From an optimization exercise on the open Yosys and OpenROAD flow, aimed at small area and a short achievable clock period; shortcuts taken in it are not production practice.
In this exercise RTL edits were held to simulation tests only and were not proved equivalent to the original.

[design.v]
module divi (input logic clock,
             input logic [31:0]  denom,
             input logic [62:0]  numer,
             output logic [62:0]  quotient);
logic [62:0] s1_n;
always_ff @(posedge clock) s1_n <= numer;
logic [31:0] s1_dn;
always_ff @(posedge clock) s1_dn <= ~denom;
logic [32:1] hz1;
assign hz1[32] = 1'b1;
for (genvar j = 1; j < 32; j++) assign hz1[j] = hz1[j+1] & s1_dn[j];
logic q0;
logic [0:0] rp0;
assign rp0 = s1_n[62];
logic [0:0] dl0;
assign dl0 = s1_dn[0:0];
logic [1:0] c0;
assign c0[0] = 1'b1;
logic [0:0] sm0;
assign sm0[0] = ~(rp0[0] ^ dl0[0]);
assign c0[1] = rp0[0] | dl0[0];
assign q0 = c0[1] & hz1[1];
logic [0:0] r0;
assign r0 = q0 ? sm0 : rp0;
logic q1;
logic [1:0] rp1;
assign rp1 = {r0[0:0], s1_n[61]};
logic [1:0] dl1;
assign dl1 = s1_dn[1:0];
logic [2:0] c1;
assign c1[0] = 1'b1;
logic [1:0] sm1;
assign sm1[0] = ~(rp1[0] ^ dl1[0]);
assign c1[1] = rp1[0] | dl1[0];
for (genvar j = 1; j < 2; j++) divi_fa fa1 (.a(rp1[j]), .b(dl1[j]), .ci(c1[j]), .s(sm1[j]), .co(c1[j+1]));
assign q1 = c1[2] & hz1[2];
logic [1:0] r1;
assign r1 = q1 ? sm1 : rp1;
logic q2;
logic [2:0] rp2;
assign rp2 = {r1[1:0], s1_n[60]};
logic [2:0] dl2;
assign dl2 = s1_dn[2:0];
logic [3:0] c2;
assign c2[0] = 1'b1;
logic [2:0] sm2;
assign sm2[0] = ~(rp2[0] ^ dl2[0]);
assign c2[1] = rp2[0] | dl2[0];
for (genvar j = 1; j < 3; j++) divi_fa fa2 (.a(rp2[j]), .b(dl2[j]), .ci(c2[j]), .s(sm2[j]), .co(c2[j+1]));
assign q2 = c2[3] & hz1[3];
logic [2:0] r2;
assign r2 = q2 ? sm2 : rp2;
logic q3;
logic [3:0] rp3;
assign rp3 = {r2[2:0], s1_n[59]};
logic [3:0] dl3;
assign dl3 = s1_dn[3:0];
logic [4:0] c3;
assign c3[0] = 1'b1;
logic [3:0] sm3;
assign sm3[0] = ~(rp3[0] ^ dl3[0]);
assign c3[1] = rp3[0] | dl3[0];
for (genvar j = 1; j < 4; j++) divi_fa fa3 (.a(rp3[j]), .b(dl3[j]), .ci(c3[j]), .s(sm3[j]), .co(c3[j+1]));
assign q3 = c3[4] & hz1[4];
logic [3:0] r3;
assign r3 = q3 ? sm3 : rp3;
logic q4;
logic [4:0] rp4;
assign rp4 = {r3[3:0], s1_n[58]};
logic [4:0] dl4;
assign dl4 = s1_dn[4:0];
logic [5:0] c4;
assign c4[0] = 1'b1;
logic [4:0] sm4;
assign sm4[0] = ~(rp4[0] ^ dl4[0]);
assign c4[1] = rp4[0] | dl4[0];
for (genvar j = 1; j < 5; j++) divi_fa fa4 (.a(rp4[j]), .b(dl4[j]), .ci(c4[j]), .s(sm4[j]), .co(c4[j+1]));
assign q4 = c4[5] & hz1[5];
logic [4:0] r4;
assign r4 = q4 ? sm4 : rp4;
logic q5;
logic [5:0] rp5;
assign rp5 = {r4[4:0], s1_n[57]};
logic [5:0] dl5;
assign dl5 = s1_dn[5:0];
logic [6:0] c5;
assign c5[0] = 1'b1;
logic [5:0] sm5;
assign sm5[0] = ~(rp5[0] ^ dl5[0]);
assign c5[1] = rp5[0] | dl5[0];
for (genvar j = 1; j < 6; j++) divi_fa fa5 (.a(rp5[j]), .b(dl5[j]), .ci(c5[j]), .s(sm5[j]), .co(c5[j+1]));
assign q5 = c5[6] & hz1[6];
logic [5:0] r5;
assign r5 = q5 ? sm5 : rp5;
logic q6;
logic [6:0] rp6;
assign rp6 = {r5[5:0], s1_n[56]};
logic [6:0] dl6;
assign dl6 = s1_dn[6:0];
logic [7:0] c6;
assign c6[0] = 1'b1;
logic [6:0] sm6;
assign sm6[0] = ~(rp6[0] ^ dl6[0]);
assign c6[1] = rp6[0] | dl6[0];
for (genvar j = 1; j < 7; j++) divi_fa fa6 (.a(rp6[j]), .b(dl6[j]), .ci(c6[j]), .s(sm6[j]), .co(c6[j+1]));
assign q6 = c6[7] & hz1[7];
logic [6:0] r6;
assign r6 = q6 ? sm6 : rp6;
logic q7;
logic [7:0] rp7;
assign rp7 = {r6[6:0], s1_n[55]};
logic [7:0] dl7;
assign dl7 = s1_dn[7:0];
logic [8:0] c7;
assign c7[0] = 1'b1;
logic [7:0] sm7;
assign sm7[0] = ~(rp7[0] ^ dl7[0]);
assign c7[1] = rp7[0] | dl7[0];
for (genvar j = 1; j < 8; j++) divi_fa fa7 (.a(rp7[j]), .b(dl7[j]), .ci(c7[j]), .s(sm7[j]), .co(c7[j+1]));
assign q7 = c7[8] & hz1[8];
logic [7:0] r7;
assign r7 = q7 ? sm7 : rp7;
logic q8;
logic [8:0] rp8;
assign rp8 = {r7[7:0], s1_n[54]};
logic [8:0] dl8;
assign dl8 = s1_dn[8:0];
logic [9:0] c8;
assign c8[0] = 1'b1;
logic [8:0] sm8;
assign sm8[0] = ~(rp8[0] ^ dl8[0]);
assign c8[1] = rp8[0] | dl8[0];
for (genvar j = 1; j < 9; j++) divi_fa fa8 (.a(rp8[j]), .b(dl8[j]), .ci(c8[j]), .s(sm8[j]), .co(c8[j+1]));
assign q8 = c8[9] & hz1[9];
logic [8:0] r8;
assign r8 = q8 ? sm8 : rp8;
logic q9;
logic [9:0] rp9;
assign rp9 = {r8[8:0], s1_n[53]};
logic [9:0] dl9;
assign dl9 = s1_dn[9:0];
logic [10:0] c9;
assign c9[0] = 1'b1;
logic [9:0] sm9;
assign sm9[0] = ~(rp9[0] ^ dl9[0]);
assign c9[1] = rp9[0] | dl9[0];
for (genvar j = 1; j < 10; j++) divi_fa fa9 (.a(rp9[j]), .b(dl9[j]), .ci(c9[j]), .s(sm9[j]), .co(c9[j+1]));
assign q9 = c9[10] & hz1[10];
logic [9:0] r9;
assign r9 = q9 ? sm9 : rp9;
logic q10;
logic [10:0] rp10;
assign rp10 = {r9[9:0], s1_n[52]};
logic [10:0] dl10;
assign dl10 = s1_dn[10:0];
logic [11:0] c10;
assign c10[0] = 1'b1;
logic [10:0] sm10;
assign sm10[0] = ~(rp10[0] ^ dl10[0]);
assign c10[1] = rp10[0] | dl10[0];
for (genvar j = 1; j < 11; j++) divi_fa fa10 (.a(rp10[j]), .b(dl10[j]), .ci(c10[j]), .s(sm10[j]), .co(c10[j+1]));
assign q10 = c10[11] & hz1[11];
logic [10:0] r10;
assign r10 = q10 ? sm10 : rp10;
logic q11;
logic [11:0] rp11;
assign rp11 = {r10[10:0], s1_n[51]};
logic [11:0] dl11;
assign dl11 = s1_dn[11:0];
logic [12:0] c11;
assign c11[0] = 1'b1;
logic [11:0] sm11;
assign sm11[0] = ~(rp11[0] ^ dl11[0]);
assign c11[1] = rp11[0] | dl11[0];
for (genvar j = 1; j < 12; j++) divi_fa fa11 (.a(rp11[j]), .b(dl11[j]), .ci(c11[j]), .s(sm11[j]), .co(c11[j+1]));
assign q11 = c11[12] & hz1[12];
logic [11:0] r11;
assign r11 = q11 ? sm11 : rp11;
logic q12;
logic [12:0] rp12;
assign rp12 = {r11[11:0], s1_n[50]};
logic [12:0] dl12;
assign dl12 = s1_dn[12:0];
logic [13:0] c12;
assign c12[0] = 1'b1;
logic [12:0] sm12;
assign sm12[0] = ~(rp12[0] ^ dl12[0]);
assign c12[1] = rp12[0] | dl12[0];
for (genvar j = 1; j < 13; j++) divi_fa fa12 (.a(rp12[j]), .b(dl12[j]), .ci(c12[j]), .s(sm12[j]), .co(c12[j+1]));
assign q12 = c12[13] & hz1[13];
logic [12:0] r12;
assign r12 = q12 ? sm12 : rp12;
logic q13;
logic [13:0] rp13;
assign rp13 = {r12[12:0], s1_n[49]};
logic [13:0] dl13;
assign dl13 = s1_dn[13:0];
logic [14:0] c13;
assign c13[0] = 1'b1;
logic [13:0] sm13;
assign sm13[0] = ~(rp13[0] ^ dl13[0]);
assign c13[1] = rp13[0] | dl13[0];
for (genvar j = 1; j < 14; j++) divi_fa fa13 (.a(rp13[j]), .b(dl13[j]), .ci(c13[j]), .s(sm13[j]), .co(c13[j+1]));
assign q13 = c13[14] & hz1[14];
logic [13:0] r13;
assign r13 = q13 ? sm13 : rp13;
logic q14;
logic [14:0] rp14;
assign rp14 = {r13[13:0], s1_n[48]};
logic [14:0] dl14;
assign dl14 = s1_dn[14:0];
logic [15:0] c14;
assign c14[0] = 1'b1;
logic [14:0] sm14;
assign sm14[0] = ~(rp14[0] ^ dl14[0]);
assign c14[1] = rp14[0] | dl14[0];
for (genvar j = 1; j < 15; j++) divi_fa fa14 (.a(rp14[j]), .b(dl14[j]), .ci(c14[j]), .s(sm14[j]), .co(c14[j+1]));
assign q14 = c14[15] & hz1[15];
logic [14:0] r14;
assign r14 = q14 ? sm14 : rp14;
logic q15;
logic [15:0] rp15;
assign rp15 = {r14[14:0], s1_n[47]};
logic [15:0] dl15;
assign dl15 = s1_dn[15:0];
logic [16:0] c15;
assign c15[0] = 1'b1;
logic [15:0] sm15;
assign sm15[0] = ~(rp15[0] ^ dl15[0]);
assign c15[1] = rp15[0] | dl15[0];
for (genvar j = 1; j < 16; j++) divi_fa fa15 (.a(rp15[j]), .b(dl15[j]), .ci(c15[j]), .s(sm15[j]), .co(c15[j+1]));
assign q15 = c15[16] & hz1[16];
logic [15:0] r15;
assign r15 = q15 ? sm15 : rp15;
logic q16;
logic [16:0] rp16;
assign rp16 = {r15[15:0], s1_n[46]};
logic [16:0] dl16;
assign dl16 = s1_dn[16:0];
logic [17:0] c16;
assign c16[0] = 1'b1;
logic [16:0] sm16;
assign sm16[0] = ~(rp16[0] ^ dl16[0]);
assign c16[1] = rp16[0] | dl16[0];
for (genvar j = 1; j < 17; j++) divi_fa fa16 (.a(rp16[j]), .b(dl16[j]), .ci(c16[j]), .s(sm16[j]), .co(c16[j+1]));
assign q16 = c16[17] & hz1[17];
logic [16:0] r16;
assign r16 = q16 ? sm16 : rp16;
logic q17;
logic [17:0] rp17;
assign rp17 = {r16[16:0], s1_n[45]};
logic [17:0] dl17;
assign dl17 = s1_dn[17:0];
logic [18:0] c17;
assign c17[0] = 1'b1;
logic [17:0] sm17;
assign sm17[0] = ~(rp17[0] ^ dl17[0]);
assign c17[1] = rp17[0] | dl17[0];
for (genvar j = 1; j < 18; j++) divi_fa fa17 (.a(rp17[j]), .b(dl17[j]), .ci(c17[j]), .s(sm17[j]), .co(c17[j+1]));
assign q17 = c17[18] & hz1[18];
logic [17:0] r17;
assign r17 = q17 ? sm17 : rp17;
logic q18;
logic [18:0] rp18;
assign rp18 = {r17[17:0], s1_n[44]};
logic [18:0] dl18;
assign dl18 = s1_dn[18:0];
logic [19:0] c18;
assign c18[0] = 1'b1;
logic [18:0] sm18;
assign sm18[0] = ~(rp18[0] ^ dl18[0]);
assign c18[1] = rp18[0] | dl18[0];
for (genvar j = 1; j < 19; j++) divi_fa fa18 (.a(rp18[j]), .b(dl18[j]), .ci(c18[j]), .s(sm18[j]), .co(c18[j+1]));
assign q18 = c18[19] & hz1[19];
logic [18:0] r18;
assign r18 = q18 ? sm18 : rp18;
logic [18:0] s2_q;
always_ff @(posedge clock) s2_q <= {q0, q1, q2, q3, q4, q5, q6, q7, q8, q9, q10, q11, q12, q13, q14, q15, q16, q17, q18};
logic [43:0] s2_n;
always_ff @(posedge clock) s2_n <= s1_n[43:0];
logic [31:0] s2_dn;
always_ff @(posedge clock) s2_dn <= s1_dn;
logic [18:0] s2_r;
always_ff @(posedge clock) s2_r <= r18;
logic [32:1] hz2;
assign hz2[32] = 1'b1;
for (genvar j = 1; j < 32; j++) assign hz2[j] = hz2[j+1] & s2_dn[j];
logic q19;
logic [19:0] rp19;
assign rp19 = {s2_r[18:0], s2_n[43]};
logic [19:0] dl19;
assign dl19 = s2_dn[19:0];
logic [20:0] c19;
assign c19[0] = 1'b1;
logic [19:0] sm19;
assign sm19[0] = ~(rp19[0] ^ dl19[0]);
assign c19[1] = rp19[0] | dl19[0];
for (genvar j = 1; j < 20; j++) divi_fa fa19 (.a(rp19[j]), .b(dl19[j]), .ci(c19[j]), .s(sm19[j]), .co(c19[j+1]));
assign q19 = c19[20] & hz2[20];
logic [19:0] r19;
assign r19 = q19 ? sm19 : rp19;
logic q20;
logic [20:0] rp20;
assign rp20 = {r19[19:0], s2_n[42]};
logic [20:0] dl20;
assign dl20 = s2_dn[20:0];
logic [21:0] c20;
assign c20[0] = 1'b1;
logic [20:0] sm20;
assign sm20[0] = ~(rp20[0] ^ dl20[0]);
assign c20[1] = rp20[0] | dl20[0];
for (genvar j = 1; j < 21; j++) divi_fa fa20 (.a(rp20[j]), .b(dl20[j]), .ci(c20[j]), .s(sm20[j]), .co(c20[j+1]));
assign q20 = c20[21] & hz2[21];
logic [20:0] r20;
assign r20 = q20 ? sm20 : rp20;
logic q21;
logic [21:0] rp21;
assign rp21 = {r20[20:0], s2_n[41]};
logic [21:0] dl21;
assign dl21 = s2_dn[21:0];
logic [22:0] c21;
assign c21[0] = 1'b1;
logic [21:0] sm21;
assign sm21[0] = ~(rp21[0] ^ dl21[0]);
assign c21[1] = rp21[0] | dl21[0];
for (genvar j = 1; j < 22; j++) divi_fa fa21 (.a(rp21[j]), .b(dl21[j]), .ci(c21[j]), .s(sm21[j]), .co(c21[j+1]));
assign q21 = c21[22] & hz2[22];
logic [21:0] r21;
assign r21 = q21 ? sm21 : rp21;
logic q22;
logic [22:0] rp22;
assign rp22 = {r21[21:0], s2_n[40]};
logic [22:0] dl22;
assign dl22 = s2_dn[22:0];
logic [23:0] c22;
assign c22[0] = 1'b1;
logic [22:0] sm22;
assign sm22[0] = ~(rp22[0] ^ dl22[0]);
assign c22[1] = rp22[0] | dl22[0];
for (genvar j = 1; j < 23; j++) divi_fa fa22 (.a(rp22[j]), .b(dl22[j]), .ci(c22[j]), .s(sm22[j]), .co(c22[j+1]));
assign q22 = c22[23] & hz2[23];
logic [22:0] r22;
assign r22 = q22 ? sm22 : rp22;
logic q23;
logic [23:0] rp23;
assign rp23 = {r22[22:0], s2_n[39]};
logic [23:0] dl23;
assign dl23 = s2_dn[23:0];
logic [24:0] c23;
assign c23[0] = 1'b1;
logic [23:0] sm23;
assign sm23[0] = ~(rp23[0] ^ dl23[0]);
assign c23[1] = rp23[0] | dl23[0];
for (genvar j = 1; j < 24; j++) divi_fa fa23 (.a(rp23[j]), .b(dl23[j]), .ci(c23[j]), .s(sm23[j]), .co(c23[j+1]));
assign q23 = c23[24] & hz2[24];
logic [23:0] r23;
assign r23 = q23 ? sm23 : rp23;
logic q24;
logic [24:0] rp24;
assign rp24 = {r23[23:0], s2_n[38]};
logic [24:0] dl24;
assign dl24 = s2_dn[24:0];
logic [25:0] c24;
assign c24[0] = 1'b1;
logic [24:0] sm24;
assign sm24[0] = ~(rp24[0] ^ dl24[0]);
assign c24[1] = rp24[0] | dl24[0];
for (genvar j = 1; j < 25; j++) divi_fa fa24 (.a(rp24[j]), .b(dl24[j]), .ci(c24[j]), .s(sm24[j]), .co(c24[j+1]));
assign q24 = c24[25] & hz2[25];
logic [24:0] r24;
assign r24 = q24 ? sm24 : rp24;
logic q25;
logic [25:0] rp25;
assign rp25 = {r24[24:0], s2_n[37]};
logic [25:0] dl25;
assign dl25 = s2_dn[25:0];
logic [26:0] c25;
assign c25[0] = 1'b1;
logic [25:0] sm25;
assign sm25[0] = ~(rp25[0] ^ dl25[0]);
assign c25[1] = rp25[0] | dl25[0];
for (genvar j = 1; j < 26; j++) divi_fa fa25 (.a(rp25[j]), .b(dl25[j]), .ci(c25[j]), .s(sm25[j]), .co(c25[j+1]));
assign q25 = c25[26] & hz2[26];
logic [25:0] r25;
assign r25 = q25 ? sm25 : rp25;
logic q26;
logic [26:0] rp26;
assign rp26 = {r25[25:0], s2_n[36]};
logic [26:0] dl26;
assign dl26 = s2_dn[26:0];
logic [27:0] c26;
assign c26[0] = 1'b1;
logic [26:0] sm26;
assign sm26[0] = ~(rp26[0] ^ dl26[0]);
assign c26[1] = rp26[0] | dl26[0];
for (genvar j = 1; j < 27; j++) divi_fa fa26 (.a(rp26[j]), .b(dl26[j]), .ci(c26[j]), .s(sm26[j]), .co(c26[j+1]));
assign q26 = c26[27] & hz2[27];
logic [26:0] r26;
assign r26 = q26 ? sm26 : rp26;
logic [26:0] s3_q;
always_ff @(posedge clock) s3_q <= {s2_q, q19, q20, q21, q22, q23, q24, q25, q26};
logic [35:0] s3_n;
always_ff @(posedge clock) s3_n <= s2_n[35:0];
logic [31:0] s3_dn;
always_ff @(posedge clock) s3_dn <= s2_dn;
logic [26:0] s3_r;
always_ff @(posedge clock) s3_r <= r26;
logic [32:1] hz3;
assign hz3[32] = 1'b1;
for (genvar j = 1; j < 32; j++) assign hz3[j] = hz3[j+1] & s3_dn[j];
logic q27;
logic [27:0] rp27;
assign rp27 = {s3_r[26:0], s3_n[35]};
logic [27:0] dl27;
assign dl27 = s3_dn[27:0];
logic [28:0] c27;
assign c27[0] = 1'b1;
logic [27:0] sm27;
assign sm27[0] = ~(rp27[0] ^ dl27[0]);
assign c27[1] = rp27[0] | dl27[0];
for (genvar j = 1; j < 28; j++) divi_fa fa27 (.a(rp27[j]), .b(dl27[j]), .ci(c27[j]), .s(sm27[j]), .co(c27[j+1]));
assign q27 = c27[28] & hz3[28];
logic [27:0] r27;
assign r27 = q27 ? sm27 : rp27;
logic q28;
logic [28:0] rp28;
assign rp28 = {r27[27:0], s3_n[34]};
logic [28:0] dl28;
assign dl28 = s3_dn[28:0];
logic [29:0] c28;
assign c28[0] = 1'b1;
logic [28:0] sm28;
assign sm28[0] = ~(rp28[0] ^ dl28[0]);
assign c28[1] = rp28[0] | dl28[0];
for (genvar j = 1; j < 29; j++) divi_fa fa28 (.a(rp28[j]), .b(dl28[j]), .ci(c28[j]), .s(sm28[j]), .co(c28[j+1]));
assign q28 = c28[29] & hz3[29];
logic [28:0] r28;
assign r28 = q28 ? sm28 : rp28;
logic q29;
logic [29:0] rp29;
assign rp29 = {r28[28:0], s3_n[33]};
logic [29:0] dl29;
assign dl29 = s3_dn[29:0];
logic [30:0] c29;
assign c29[0] = 1'b1;
logic [29:0] sm29;
assign sm29[0] = ~(rp29[0] ^ dl29[0]);
assign c29[1] = rp29[0] | dl29[0];
for (genvar j = 1; j < 30; j++) divi_fa fa29 (.a(rp29[j]), .b(dl29[j]), .ci(c29[j]), .s(sm29[j]), .co(c29[j+1]));
assign q29 = c29[30] & hz3[30];
logic [29:0] r29;
assign r29 = q29 ? sm29 : rp29;
logic q30;
logic [30:0] rp30;
assign rp30 = {r29[29:0], s3_n[32]};
logic [30:0] dl30;
assign dl30 = s3_dn[30:0];
logic [31:0] c30;
assign c30[0] = 1'b1;
logic [30:0] sm30;
assign sm30[0] = ~(rp30[0] ^ dl30[0]);
assign c30[1] = rp30[0] | dl30[0];
for (genvar j = 1; j < 31; j++) divi_fa fa30 (.a(rp30[j]), .b(dl30[j]), .ci(c30[j]), .s(sm30[j]), .co(c30[j+1]));
assign q30 = c30[31] & hz3[31];
logic [30:0] r30;
assign r30 = q30 ? sm30 : rp30;
logic q31;
logic [31:0] rp31;
assign rp31 = {r30[30:0], s3_n[31]};
logic [32:0] c31;
assign c31[0] = 1'b1;
logic [31:0] sm31;
assign sm31[0] = ~(rp31[0] ^ s3_dn[31:0][0]);
assign c31[1] = rp31[0] | s3_dn[31:0][0];
for (genvar j = 1; j < 32; j++) divi_fa fa31 (.a(rp31[j]), .b(s3_dn[31:0][j]), .ci(c31[j]), .s(sm31[j]), .co(c31[j+1]));
assign q31 = c31[32];
logic [31:0] r31;
assign r31 = q31 ? sm31 : rp31;
logic q32;
logic [31:0] rp32;
assign rp32 = {r31[30:0], s3_n[30]};
logic [32:0] c32;
assign c32[0] = 1'b1;
logic [31:0] sm32;
assign sm32[0] = ~(rp32[0] ^ s3_dn[0]);
assign c32[1] = rp32[0] | s3_dn[0];
for (genvar j = 1; j < 32; j++) divi_fa fa32 (.a(rp32[j]), .b(s3_dn[j]), .ci(c32[j]), .s(sm32[j]), .co(c32[j+1]));
logic [32:0] r32;
assign r32 = {~(r31[31] ^ c32[32]), sm32};
assign q32 = ~r32[32];
logic [32:0] s4_q;
always_ff @(posedge clock) s4_q <= {s3_q, q27, q28, q29, q30, q31, q32};
logic [29:0] s4_n;
always_ff @(posedge clock) s4_n <= s3_n[29:0];
logic [31:0] s4_dn;
always_ff @(posedge clock) s4_dn <= s3_dn;
logic [32:0] s4_r;
always_ff @(posedge clock) s4_r <= r32;
logic q33;
logic [31:0] rp33;
assign rp33 = {s4_r[30:0], s4_n[29]};
logic [31:0] op33;
assign op33 = s4_dn ^ {32{s4_r[32]}};
logic [32:0] c33;
assign c33[0] = ~s4_r[32];
logic [31:0] sm33;
for (genvar j = 0; j < 32; j++) divi_fa fa33 (.a(rp33[j]), .b(op33[j]), .ci(c33[j]), .s(sm33[j]), .co(c33[j+1]));
logic [32:0] r33;
assign r33 = {s4_r[31] ^ ~s4_r[32] ^ c33[32], sm33};
assign q33 = ~r33[32];
logic q34;
logic [31:0] rp34;
assign rp34 = {r33[30:0], s4_n[28]};
logic [31:0] op34;
assign op34 = s4_dn ^ {32{r33[32]}};
logic [32:0] c34;
assign c34[0] = ~r33[32];
logic [31:0] sm34;
for (genvar j = 0; j < 32; j++) divi_fa fa34 (.a(rp34[j]), .b(op34[j]), .ci(c34[j]), .s(sm34[j]), .co(c34[j+1]));
logic [32:0] r34;
assign r34 = {r33[31] ^ ~r33[32] ^ c34[32], sm34};
assign q34 = ~r34[32];
logic q35;
logic [31:0] rp35;
assign rp35 = {r34[30:0], s4_n[27]};
logic [31:0] op35;
assign op35 = s4_dn ^ {32{r34[32]}};
logic [32:0] c35;
assign c35[0] = ~r34[32];
logic [31:0] sm35;
for (genvar j = 0; j < 32; j++) divi_fa fa35 (.a(rp35[j]), .b(op35[j]), .ci(c35[j]), .s(sm35[j]), .co(c35[j+1]));
logic [32:0] r35;
assign r35 = {r34[31] ^ ~r34[32] ^ c35[32], sm35};
assign q35 = ~r35[32];
logic q36;
logic [31:0] rp36;
assign rp36 = {r35[30:0], s4_n[26]};
logic [31:0] op36;
assign op36 = s4_dn ^ {32{r35[32]}};
logic [32:0] c36;
assign c36[0] = ~r35[32];
logic [31:0] sm36;
for (genvar j = 0; j < 32; j++) divi_fa fa36 (.a(rp36[j]), .b(op36[j]), .ci(c36[j]), .s(sm36[j]), .co(c36[j+1]));
logic [32:0] r36;
assign r36 = {r35[31] ^ ~r35[32] ^ c36[32], sm36};
assign q36 = ~r36[32];
logic q37;
logic [31:0] rp37;
assign rp37 = {r36[30:0], s4_n[25]};
logic [31:0] op37;
assign op37 = s4_dn ^ {32{r36[32]}};
logic [32:0] c37;
assign c37[0] = ~r36[32];
logic [31:0] sm37;
for (genvar j = 0; j < 32; j++) divi_fa fa37 (.a(rp37[j]), .b(op37[j]), .ci(c37[j]), .s(sm37[j]), .co(c37[j+1]));
logic [32:0] r37;
assign r37 = {r36[31] ^ ~r36[32] ^ c37[32], sm37};
assign q37 = ~r37[32];
logic q38;
logic [31:0] rp38;
assign rp38 = {r37[30:0], s4_n[24]};
logic [31:0] op38;
assign op38 = s4_dn ^ {32{r37[32]}};
logic [32:0] c38;
assign c38[0] = ~r37[32];
logic [31:0] sm38;
for (genvar j = 0; j < 32; j++) divi_fa fa38 (.a(rp38[j]), .b(op38[j]), .ci(c38[j]), .s(sm38[j]), .co(c38[j+1]));
logic [32:0] r38;
assign r38 = {r37[31] ^ ~r37[32] ^ c38[32], sm38};
assign q38 = ~r38[32];
logic [38:0] s5_q;
always_ff @(posedge clock) s5_q <= {s4_q, q33, q34, q35, q36, q37, q38};
logic [23:0] s5_n;
always_ff @(posedge clock) s5_n <= s4_n[23:0];
logic [31:0] s5_dn;
always_ff @(posedge clock) s5_dn <= s4_dn;
logic [32:0] s5_r;
always_ff @(posedge clock) s5_r <= r38;
logic q39;
logic [31:0] rp39;
assign rp39 = {s5_r[30:0], s5_n[23]};
logic [31:0] op39;
assign op39 = s5_dn ^ {32{s5_r[32]}};
logic [32:0] c39;
assign c39[0] = ~s5_r[32];
logic [31:0] sm39;
for (genvar j = 0; j < 32; j++) divi_fa fa39 (.a(rp39[j]), .b(op39[j]), .ci(c39[j]), .s(sm39[j]), .co(c39[j+1]));
logic [32:0] r39;
assign r39 = {s5_r[31] ^ ~s5_r[32] ^ c39[32], sm39};
assign q39 = ~r39[32];
logic q40;
logic [31:0] rp40;
assign rp40 = {r39[30:0], s5_n[22]};
logic [31:0] op40;
assign op40 = s5_dn ^ {32{r39[32]}};
logic [32:0] c40;
assign c40[0] = ~r39[32];
logic [31:0] sm40;
for (genvar j = 0; j < 32; j++) divi_fa fa40 (.a(rp40[j]), .b(op40[j]), .ci(c40[j]), .s(sm40[j]), .co(c40[j+1]));
logic [32:0] r40;
assign r40 = {r39[31] ^ ~r39[32] ^ c40[32], sm40};
assign q40 = ~r40[32];
logic q41;
logic [31:0] rp41;
assign rp41 = {r40[30:0], s5_n[21]};
logic [31:0] op41;
assign op41 = s5_dn ^ {32{r40[32]}};
logic [32:0] c41;
assign c41[0] = ~r40[32];
logic [31:0] sm41;
for (genvar j = 0; j < 32; j++) divi_fa fa41 (.a(rp41[j]), .b(op41[j]), .ci(c41[j]), .s(sm41[j]), .co(c41[j+1]));
logic [32:0] r41;
assign r41 = {r40[31] ^ ~r40[32] ^ c41[32], sm41};
assign q41 = ~r41[32];
logic q42;
logic [31:0] rp42;
assign rp42 = {r41[30:0], s5_n[20]};
logic [31:0] op42;
assign op42 = s5_dn ^ {32{r41[32]}};
logic [32:0] c42;
assign c42[0] = ~r41[32];
logic [31:0] sm42;
for (genvar j = 0; j < 32; j++) divi_fa fa42 (.a(rp42[j]), .b(op42[j]), .ci(c42[j]), .s(sm42[j]), .co(c42[j+1]));
logic [32:0] r42;
assign r42 = {r41[31] ^ ~r41[32] ^ c42[32], sm42};
assign q42 = ~r42[32];
logic q43;
logic [31:0] rp43;
assign rp43 = {r42[30:0], s5_n[19]};
logic [31:0] op43;
assign op43 = s5_dn ^ {32{r42[32]}};
logic [32:0] c43;
assign c43[0] = ~r42[32];
logic [31:0] sm43;
for (genvar j = 0; j < 32; j++) divi_fa fa43 (.a(rp43[j]), .b(op43[j]), .ci(c43[j]), .s(sm43[j]), .co(c43[j+1]));
logic [32:0] r43;
assign r43 = {r42[31] ^ ~r42[32] ^ c43[32], sm43};
assign q43 = ~r43[32];
logic q44;
logic [31:0] rp44;
assign rp44 = {r43[30:0], s5_n[18]};
logic [31:0] op44;
assign op44 = s5_dn ^ {32{r43[32]}};
logic [32:0] c44;
assign c44[0] = ~r43[32];
logic [31:0] sm44;
for (genvar j = 0; j < 32; j++) divi_fa fa44 (.a(rp44[j]), .b(op44[j]), .ci(c44[j]), .s(sm44[j]), .co(c44[j+1]));
logic [32:0] r44;
assign r44 = {r43[31] ^ ~r43[32] ^ c44[32], sm44};
assign q44 = ~r44[32];
logic [44:0] s6_q;
always_ff @(posedge clock) s6_q <= {s5_q, q39, q40, q41, q42, q43, q44};
logic [17:0] s6_n;
always_ff @(posedge clock) s6_n <= s5_n[17:0];
logic [31:0] s6_dn;
always_ff @(posedge clock) s6_dn <= s5_dn;
logic [32:0] s6_r;
always_ff @(posedge clock) s6_r <= r44;
logic q45;
logic [31:0] rp45;
assign rp45 = {s6_r[30:0], s6_n[17]};
logic [31:0] op45;
assign op45 = s6_dn ^ {32{s6_r[32]}};
logic [32:0] c45;
assign c45[0] = ~s6_r[32];
logic [31:0] sm45;
for (genvar j = 0; j < 32; j++) divi_fa fa45 (.a(rp45[j]), .b(op45[j]), .ci(c45[j]), .s(sm45[j]), .co(c45[j+1]));
logic [32:0] r45;
assign r45 = {s6_r[31] ^ ~s6_r[32] ^ c45[32], sm45};
assign q45 = ~r45[32];
logic q46;
logic [31:0] rp46;
assign rp46 = {r45[30:0], s6_n[16]};
logic [31:0] op46;
assign op46 = s6_dn ^ {32{r45[32]}};
logic [32:0] c46;
assign c46[0] = ~r45[32];
logic [31:0] sm46;
for (genvar j = 0; j < 32; j++) divi_fa fa46 (.a(rp46[j]), .b(op46[j]), .ci(c46[j]), .s(sm46[j]), .co(c46[j+1]));
logic [32:0] r46;
assign r46 = {r45[31] ^ ~r45[32] ^ c46[32], sm46};
assign q46 = ~r46[32];
logic q47;
logic [31:0] rp47;
assign rp47 = {r46[30:0], s6_n[15]};
logic [31:0] op47;
assign op47 = s6_dn ^ {32{r46[32]}};
logic [32:0] c47;
assign c47[0] = ~r46[32];
logic [31:0] sm47;
for (genvar j = 0; j < 32; j++) divi_fa fa47 (.a(rp47[j]), .b(op47[j]), .ci(c47[j]), .s(sm47[j]), .co(c47[j+1]));
logic [32:0] r47;
assign r47 = {r46[31] ^ ~r46[32] ^ c47[32], sm47};
assign q47 = ~r47[32];
logic q48;
logic [31:0] rp48;
assign rp48 = {r47[30:0], s6_n[14]};
logic [31:0] op48;
assign op48 = s6_dn ^ {32{r47[32]}};
logic [32:0] c48;
assign c48[0] = ~r47[32];
logic [31:0] sm48;
for (genvar j = 0; j < 32; j++) divi_fa fa48 (.a(rp48[j]), .b(op48[j]), .ci(c48[j]), .s(sm48[j]), .co(c48[j+1]));
logic [32:0] r48;
assign r48 = {r47[31] ^ ~r47[32] ^ c48[32], sm48};
assign q48 = ~r48[32];
logic q49;
logic [31:0] rp49;
assign rp49 = {r48[30:0], s6_n[13]};
logic [31:0] op49;
assign op49 = s6_dn ^ {32{r48[32]}};
logic [32:0] c49;
assign c49[0] = ~r48[32];
logic [31:0] sm49;
for (genvar j = 0; j < 32; j++) divi_fa fa49 (.a(rp49[j]), .b(op49[j]), .ci(c49[j]), .s(sm49[j]), .co(c49[j+1]));
logic [32:0] r49;
assign r49 = {r48[31] ^ ~r48[32] ^ c49[32], sm49};
assign q49 = ~r49[32];
logic q50;
logic [31:0] rp50;
assign rp50 = {r49[30:0], s6_n[12]};
logic [31:0] op50;
assign op50 = s6_dn ^ {32{r49[32]}};
logic [32:0] c50;
assign c50[0] = ~r49[32];
logic [31:0] sm50;
for (genvar j = 0; j < 32; j++) divi_fa fa50 (.a(rp50[j]), .b(op50[j]), .ci(c50[j]), .s(sm50[j]), .co(c50[j+1]));
logic [32:0] r50;
assign r50 = {r49[31] ^ ~r49[32] ^ c50[32], sm50};
assign q50 = ~r50[32];
logic [50:0] s7_q;
always_ff @(posedge clock) s7_q <= {s6_q, q45, q46, q47, q48, q49, q50};
logic [11:0] s7_n;
always_ff @(posedge clock) s7_n <= s6_n[11:0];
logic [31:0] s7_dn;
always_ff @(posedge clock) s7_dn <= s6_dn;
logic [32:0] s7_r;
always_ff @(posedge clock) s7_r <= r50;
logic q51;
logic [31:0] rp51;
assign rp51 = {s7_r[30:0], s7_n[11]};
logic [31:0] op51;
assign op51 = s7_dn ^ {32{s7_r[32]}};
logic [32:0] c51;
assign c51[0] = ~s7_r[32];
logic [31:0] sm51;
for (genvar j = 0; j < 32; j++) divi_fa fa51 (.a(rp51[j]), .b(op51[j]), .ci(c51[j]), .s(sm51[j]), .co(c51[j+1]));
logic [32:0] r51;
assign r51 = {s7_r[31] ^ ~s7_r[32] ^ c51[32], sm51};
assign q51 = ~r51[32];
logic q52;
logic [31:0] rp52;
assign rp52 = {r51[30:0], s7_n[10]};
logic [31:0] op52;
assign op52 = s7_dn ^ {32{r51[32]}};
logic [32:0] c52;
assign c52[0] = ~r51[32];
logic [31:0] sm52;
for (genvar j = 0; j < 32; j++) divi_fa fa52 (.a(rp52[j]), .b(op52[j]), .ci(c52[j]), .s(sm52[j]), .co(c52[j+1]));
logic [32:0] r52;
assign r52 = {r51[31] ^ ~r51[32] ^ c52[32], sm52};
assign q52 = ~r52[32];
logic q53;
logic [31:0] rp53;
assign rp53 = {r52[30:0], s7_n[9]};
logic [31:0] op53;
assign op53 = s7_dn ^ {32{r52[32]}};
logic [32:0] c53;
assign c53[0] = ~r52[32];
logic [31:0] sm53;
for (genvar j = 0; j < 32; j++) divi_fa fa53 (.a(rp53[j]), .b(op53[j]), .ci(c53[j]), .s(sm53[j]), .co(c53[j+1]));
logic [32:0] r53;
assign r53 = {r52[31] ^ ~r52[32] ^ c53[32], sm53};
assign q53 = ~r53[32];
logic q54;
logic [31:0] rp54;
assign rp54 = {r53[30:0], s7_n[8]};
logic [31:0] op54;
assign op54 = s7_dn ^ {32{r53[32]}};
logic [32:0] c54;
assign c54[0] = ~r53[32];
logic [31:0] sm54;
for (genvar j = 0; j < 32; j++) divi_fa fa54 (.a(rp54[j]), .b(op54[j]), .ci(c54[j]), .s(sm54[j]), .co(c54[j+1]));
logic [32:0] r54;
assign r54 = {r53[31] ^ ~r53[32] ^ c54[32], sm54};
assign q54 = ~r54[32];
logic q55;
logic [31:0] rp55;
assign rp55 = {r54[30:0], s7_n[7]};
logic [31:0] op55;
assign op55 = s7_dn ^ {32{r54[32]}};
logic [32:0] c55;
assign c55[0] = ~r54[32];
logic [31:0] sm55;
for (genvar j = 0; j < 32; j++) divi_fa fa55 (.a(rp55[j]), .b(op55[j]), .ci(c55[j]), .s(sm55[j]), .co(c55[j+1]));
logic [32:0] r55;
assign r55 = {r54[31] ^ ~r54[32] ^ c55[32], sm55};
assign q55 = ~r55[32];
logic q56;
logic [31:0] rp56;
assign rp56 = {r55[30:0], s7_n[6]};
logic [31:0] op56;
assign op56 = s7_dn ^ {32{r55[32]}};
logic [32:0] c56;
assign c56[0] = ~r55[32];
logic [31:0] sm56;
for (genvar j = 0; j < 32; j++) divi_fa fa56 (.a(rp56[j]), .b(op56[j]), .ci(c56[j]), .s(sm56[j]), .co(c56[j+1]));
logic [32:0] r56;
assign r56 = {r55[31] ^ ~r55[32] ^ c56[32], sm56};
assign q56 = ~r56[32];
logic [56:0] s8_q;
always_ff @(posedge clock) s8_q <= {s7_q, q51, q52, q53, q54, q55, q56};
logic [5:0] s8_n;
always_ff @(posedge clock) s8_n <= s7_n[5:0];
logic [31:0] s8_dn;
always_ff @(posedge clock) s8_dn <= s7_dn;
logic [32:0] s8_r;
always_ff @(posedge clock) s8_r <= r56;
logic q57;
logic [31:0] rp57;
assign rp57 = {s8_r[30:0], s8_n[5]};
logic [31:0] op57;
assign op57 = s8_dn ^ {32{s8_r[32]}};
logic [32:0] c57;
assign c57[0] = ~s8_r[32];
logic [31:0] sm57;
for (genvar j = 0; j < 32; j++) divi_fa fa57 (.a(rp57[j]), .b(op57[j]), .ci(c57[j]), .s(sm57[j]), .co(c57[j+1]));
logic [32:0] r57;
assign r57 = {s8_r[31] ^ ~s8_r[32] ^ c57[32], sm57};
assign q57 = ~r57[32];
logic q58;
logic [31:0] rp58;
assign rp58 = {r57[30:0], s8_n[4]};
logic [31:0] op58;
assign op58 = s8_dn ^ {32{r57[32]}};
logic [32:0] c58;
assign c58[0] = ~r57[32];
logic [31:0] sm58;
for (genvar j = 0; j < 32; j++) divi_fa fa58 (.a(rp58[j]), .b(op58[j]), .ci(c58[j]), .s(sm58[j]), .co(c58[j+1]));
logic [32:0] r58;
assign r58 = {r57[31] ^ ~r57[32] ^ c58[32], sm58};
assign q58 = ~r58[32];
logic q59;
logic [31:0] rp59;
assign rp59 = {r58[30:0], s8_n[3]};
logic [31:0] op59;
assign op59 = s8_dn ^ {32{r58[32]}};
logic [32:0] c59;
assign c59[0] = ~r58[32];
logic [31:0] sm59;
for (genvar j = 0; j < 32; j++) divi_fa fa59 (.a(rp59[j]), .b(op59[j]), .ci(c59[j]), .s(sm59[j]), .co(c59[j+1]));
logic [32:0] r59;
assign r59 = {r58[31] ^ ~r58[32] ^ c59[32], sm59};
assign q59 = ~r59[32];
logic q60;
logic [31:0] rp60;
assign rp60 = {r59[30:0], s8_n[2]};
logic [31:0] op60;
assign op60 = s8_dn ^ {32{r59[32]}};
logic [32:0] c60;
assign c60[0] = ~r59[32];
logic [31:0] sm60;
for (genvar j = 0; j < 32; j++) divi_fa fa60 (.a(rp60[j]), .b(op60[j]), .ci(c60[j]), .s(sm60[j]), .co(c60[j+1]));
logic [32:0] r60;
assign r60 = {r59[31] ^ ~r59[32] ^ c60[32], sm60};
assign q60 = ~r60[32];
logic q61;
logic [31:0] rp61;
assign rp61 = {r60[30:0], s8_n[1]};
logic [31:0] op61;
assign op61 = s8_dn ^ {32{r60[32]}};
logic [32:0] c61;
assign c61[0] = ~r60[32];
logic [31:0] sm61;
for (genvar j = 0; j < 32; j++) divi_fa fa61 (.a(rp61[j]), .b(op61[j]), .ci(c61[j]), .s(sm61[j]), .co(c61[j+1]));
logic [32:0] r61;
assign r61 = {r60[31] ^ ~r60[32] ^ c61[32], sm61};
assign q61 = ~r61[32];
logic q62;
logic [31:0] rp62;
assign rp62 = {r61[30:0], s8_n[0]};
logic [31:0] op62;
assign op62 = s8_dn ^ {32{r61[32]}};
logic [32:0] c62;
assign c62[0] = ~r61[32];
assign c62[32:1] = (rp62 & op62) | (rp62 & c62[31:0]) | (op62 & c62[31:0]);
assign q62 = ~(r61[31] ^ ~r61[32] ^ c62[32]);
logic [62:0] s9_q;
always_ff @(posedge clock) s9_q <= {s8_q, q57, q58, q59, q60, q61, q62};
logic [62:0] qd[1:7];
always_ff @(posedge clock) begin
   qd[1] <= s9_q;
   for (int j = 1; j < 7; j++) qd[j+1] <= qd[j];
end
assign quotient = qd[7];
endmodule
module divi_fa (input logic a, input logic b, input logic ci,
                output logic s, output logic co);
assign s = a ^ b ^ ci;
assign co = (a & b) | (a & ci) | (b & ci);
endmodule
[flow/run.sh]
#!/bin/bash
# Own layout flow: the standard flow (standard.sh, standard synthesis
# unchanged) with a smaller clock tree (no dummy loads, clkbuf_4 sink buffers
# in clusters of at most 8 sinks) and buf_1 port buffers.
set -euo pipefail
export BUFFER_PORTS_ARGS="-buffer_cell sky130_fd_sc_hd__buf_1"
export CTS_ARGS="-sink_clustering_enable -repair_clock_nets -dont_use_dummy_load -root_buf sky130_fd_sc_hd__clkbuf_16 -buf_list sky130_fd_sc_hd__clkbuf_4 -sink_clustering_size 8 -sink_clustering_max_diameter 50"
bash standard.sh > standard.log 2>&1
[standard.sh]
#!/bin/bash
# synth_recipe.tcl (not shown) runs the flow's synth.tcl, then flattens the netlist and writes it again
# the make line also repeats each setting of config.mk as NAME=value (left out here)
make -C /OpenROAD-flow-scripts/flow DESIGN_CONFIG=/design/flow/config.mk WORK_HOME=/design/flow/orfs CLKGATE_MAP_FILE= SYNTH_SCRIPT=/design/flow/synth_recipe.tcl "${@:-finish}"
[config.mk]
export PLATFORM = sky130hd
export DESIGN_NAME = divi
export DESIGN_NICKNAME = divi
export VERILOG_FILES = /design/flow/design.v
export SDC_FILE = /design/flow/constraint.sdc
export NUM_CORES = 4
export LEC_CHECK = 0
export ABC_AREA = 1
export CAP_MARGIN = 20
export CORE_MARGIN = 2
export CORE_UTILIZATION = 60
export SLEW_MARGIN = 20
export SYNTH_HIERARCHICAL = 1
export SYNTH_MINIMUM_KEEP_SIZE = 0
[constraint.sdc]
create_clock -name core_clock -period 460.0 [get_ports {clock}]
set_input_delay 92.0000 -clock core_clock [delete_from_list [all_inputs] [get_ports {clock}]]
set_output_delay 92.0000 -clock core_clock [all_outputs]
set_load 0.01 [all_outputs]
==> notes.md <==
[worst paths after layout]
kind                                      to  slack [ns]  cells after the start
worst min-delay path               qd[4][57]        0.20                      0
worst min register to register     qd[4][57]        0.20                      0
worst max register to register       s7_q[0]      375.31                    220
worst max-delay path            quotient[20]      366.65                      1
[metal layers]
layer	up-vias	GRT usage	part of all wire
li1	19100	-	-
met1	20800	0.246	0.38
met2	493	0.414	0.56
met3	206	0.0342	0.030
met4	0	0.0701	0.029
met5	-	0	0
[kinds of logic after synthesis]
family / after synthesis / synth area share
adders and majority gates: 1488 / 0.383
DFF: 1475 / 0.383
and+or+nand+nor: 1415 / 0.0756
xor gates and xnor gates: 992 / 0.113
buffers and inverters: 481 / 0.0242
AOI/OAI and AO/OA: 244 / 0.0211
muxes: 2 / 0.000276
[state kept, by name, indices dropped and copies added, names as in the netlist, 36 cells and up]
name and cells:
qd 441, s1_n 63, s7_q 51, s6_q 45, s8_q 57, s2_n 44
s5_q 39, s3_n 36, s9_q 63
[Yosys cell counts (all sizes together)]
library cell  number  area [um2]
a21o               1        7.51
a21oi              3        15.0
a22o               9        78.8
a31oi            180        1240
and2              22         138
buf               96         390
clkbuf           108         425
clkinv             7        31.3
dfxtp           1475       29500
dlygate4sd1        1        8.76
fa              1455       29100
ha                33         413
inv              269        1010
mux2               1        11.3
mux2i              1        10.0
nand2           1010        3890
nand3             86         435
nand3b             1        7.51
nand4             17         158
nor2             234         923
nor3               1        5.00
nor3b              2        15.0
o211ai             1        7.51
o21a               1        7.51
o21ai             39         214
o22ai             10        62.6
or2               42         263
xnor2            164        1440
xor2             828        7250
[cells in the final DEF, fill, tap and decap left out, types with 2 or more instances in the layout]
cell	instances
nor3b_1	2
a31oi_1	168
diode_2	8
or2_2	42
nor2_2	6
a31oi_4	4
ha_1	33
nor2_4	4
clkbuf_4	217
a22o_1	9
fa_1	1455
nor2_1	224
and2_1	22
inv_1	264
dfxtp_2	5
buf_1	158
clkinv_1	6
o21ai_2	5
o22ai_1	10
o21ai_1	5
dfxtp_1	1470
nand3_1	85
a31oi_2	8
inv_2	5
a21oi_1	3
nand4_4	3
nand2_4	2
xnor2_2	8
buf_4	71
o21ai_0	29
xor2_1	828
nand2_1	969
xnor2_1	156
nand2_2	39
nand4_1	13
[Yosys stat by module, one instance, submodules excluded]
module   flip-flops and latches  cells inside  area (um2)  copies in the design
divi                       1475          4642       48000                     1
divi_fa                       0             1        20.0                  1455
[stage by stage]
step / hold slack, ns / area [um2]
finish: 0.203 / 81200
global route: 0.178 / 81200
CTS: 0.173 / 81200
detailed placement: 0.312 / 79600
global placement: 0.310 / 79600
floorplan: 0.310 / 77100
[cell type report]
type                       instances  share of cell area
multi-input combinational       4141               0.564
sequential                      1475               0.364
tap                             1662              0.0256
clock buffer                     218              0.0204
timing repair buffer             229              0.0139
inverter                         276              0.0128
antenna                            8            0.000246
==> summary.txt <==
Worst Tran Pin Value = 1.10 ns
DR vias = 40600
Max-Cap Viols = 0
DP Cell Count = 7783
initial antenna violation count = 2
CTS resizes = 0
Routed Wire Length = 129000 um
Synth Register Bits = 1475
via-per-instance ratio = 5.07
area of the multi-input gates = 45800 um2
Crit path arrival time = 1.35 ns
GRT overflow = 0
hold buffers post-CTS = 0
fmax = 10.7 MHz
fin crit share = 0.203
Clock transition at path regs = 0.08 ns
Detailed Routing Iterations Pass 1 = 5
TritonCTS Buffers = 218
io pins = 159
CP max-delay cell = dfxtp_1
FILL cells = 10100
CP startpoint = qd[7][20]
CP cell instances = buf_1
CTS Root Cell = clkbuf_16
Final Hold Viols = 0
Chip Width = 362 um
total negative setup slack = 0 ns
clock net sink count = 1475
Post-Syn Area = 77100 um2
Iter 0 DRT Violations = 1342
slew margin rel. = 0.266
Critical Path RT = 368.00 ns
IO buf count = 158
H-tree Lvls = 4
vias in the first global route = 45700
synthesized instance count = 6097
Slew Viols, Final = 0
P&R area growth vs syn = 5.36%
final instance count without filler cells = 8009
Worst path max stage delay = 0.33 ns
fraction of the yosys area taken by sequential cells = 0.383
clock latency (worst-skew pair) = 0.87 ns
row count = 131
Layout Nets = 7925
pre-CTS setup slack = 367.53 ns
WP buf/inv = 1
CP Capture Type = primary output
RR Startpoint = s6_r[32]
drt drc = 0
Initial Util = 0.605
Synth Warn # = 8
Avg Cell Area, Syn = 12.6 um2
gr usage total = 0.217
Die ar. = 131000 um2
postcts setup bufs = 0
Routed Antenna Nets = 0
number of buffers on the longest clock path = 3
mean routed wirelength per cell = 16.2 um
final setup vio count = 0
Die Y = 362 um
status = finished clean
unrepaired setup endpoints after global routing = false
first-pass GRT wire length = 226000 um
CTS tree = done
Crit Path Max Fanout = 1
final worst setup slack = 366.65 ns
routability congestion estimate = 0.830
Reg area = 29500 um2
Post-Route Utilization = 0.637
Worst Min Path Start = qd[3][57]
largest net degree at the start of global routing = 62
kind of critical path = reg2out
layout cells sized above 1 = 0.0669
Final Skew = 0.168 ns
Post-DP HPWL = 109000 um
Core ar. = 128000 um2
Startpoint Class = register
fin crit period = 93.35 ns
cell family with most CP delay = flip-flops
syn_nets = 7681
HP Class = reg2reg
Unique masters post-synth = 45

afterwards: timing with drivers on the ports:
The results above use ideal ports. As a check the final layout listed here was re-extracted and re-timed, cells and wires unchanged.
Step 1: set_driving_cell puts a clkbuf_16 on clock and a buf_2 on each other input, an assumption about the parent block.
Step 2 moves the port delays by t, midway between the first and last clock arrival at a register: inputs arrive t later, outputs are due t later. That takes back most of the time a late clock gives input paths.
Three values: no drivers, after step 1, after step 2; two values: the first two.
shift t [ns]: 0.842
setup WS [ns]: 366.651 / 366.574 / 367.416
worst setup path after step 2: register to output
slew at the worst register clock pin (ns): 0.09 / 0.09
pins driven straight from the clock port: 1
After both steps setup and hold are still met in this run. The setup slack of this run moves by -0.077 ns with the drivers and by +0.765 ns with both steps.
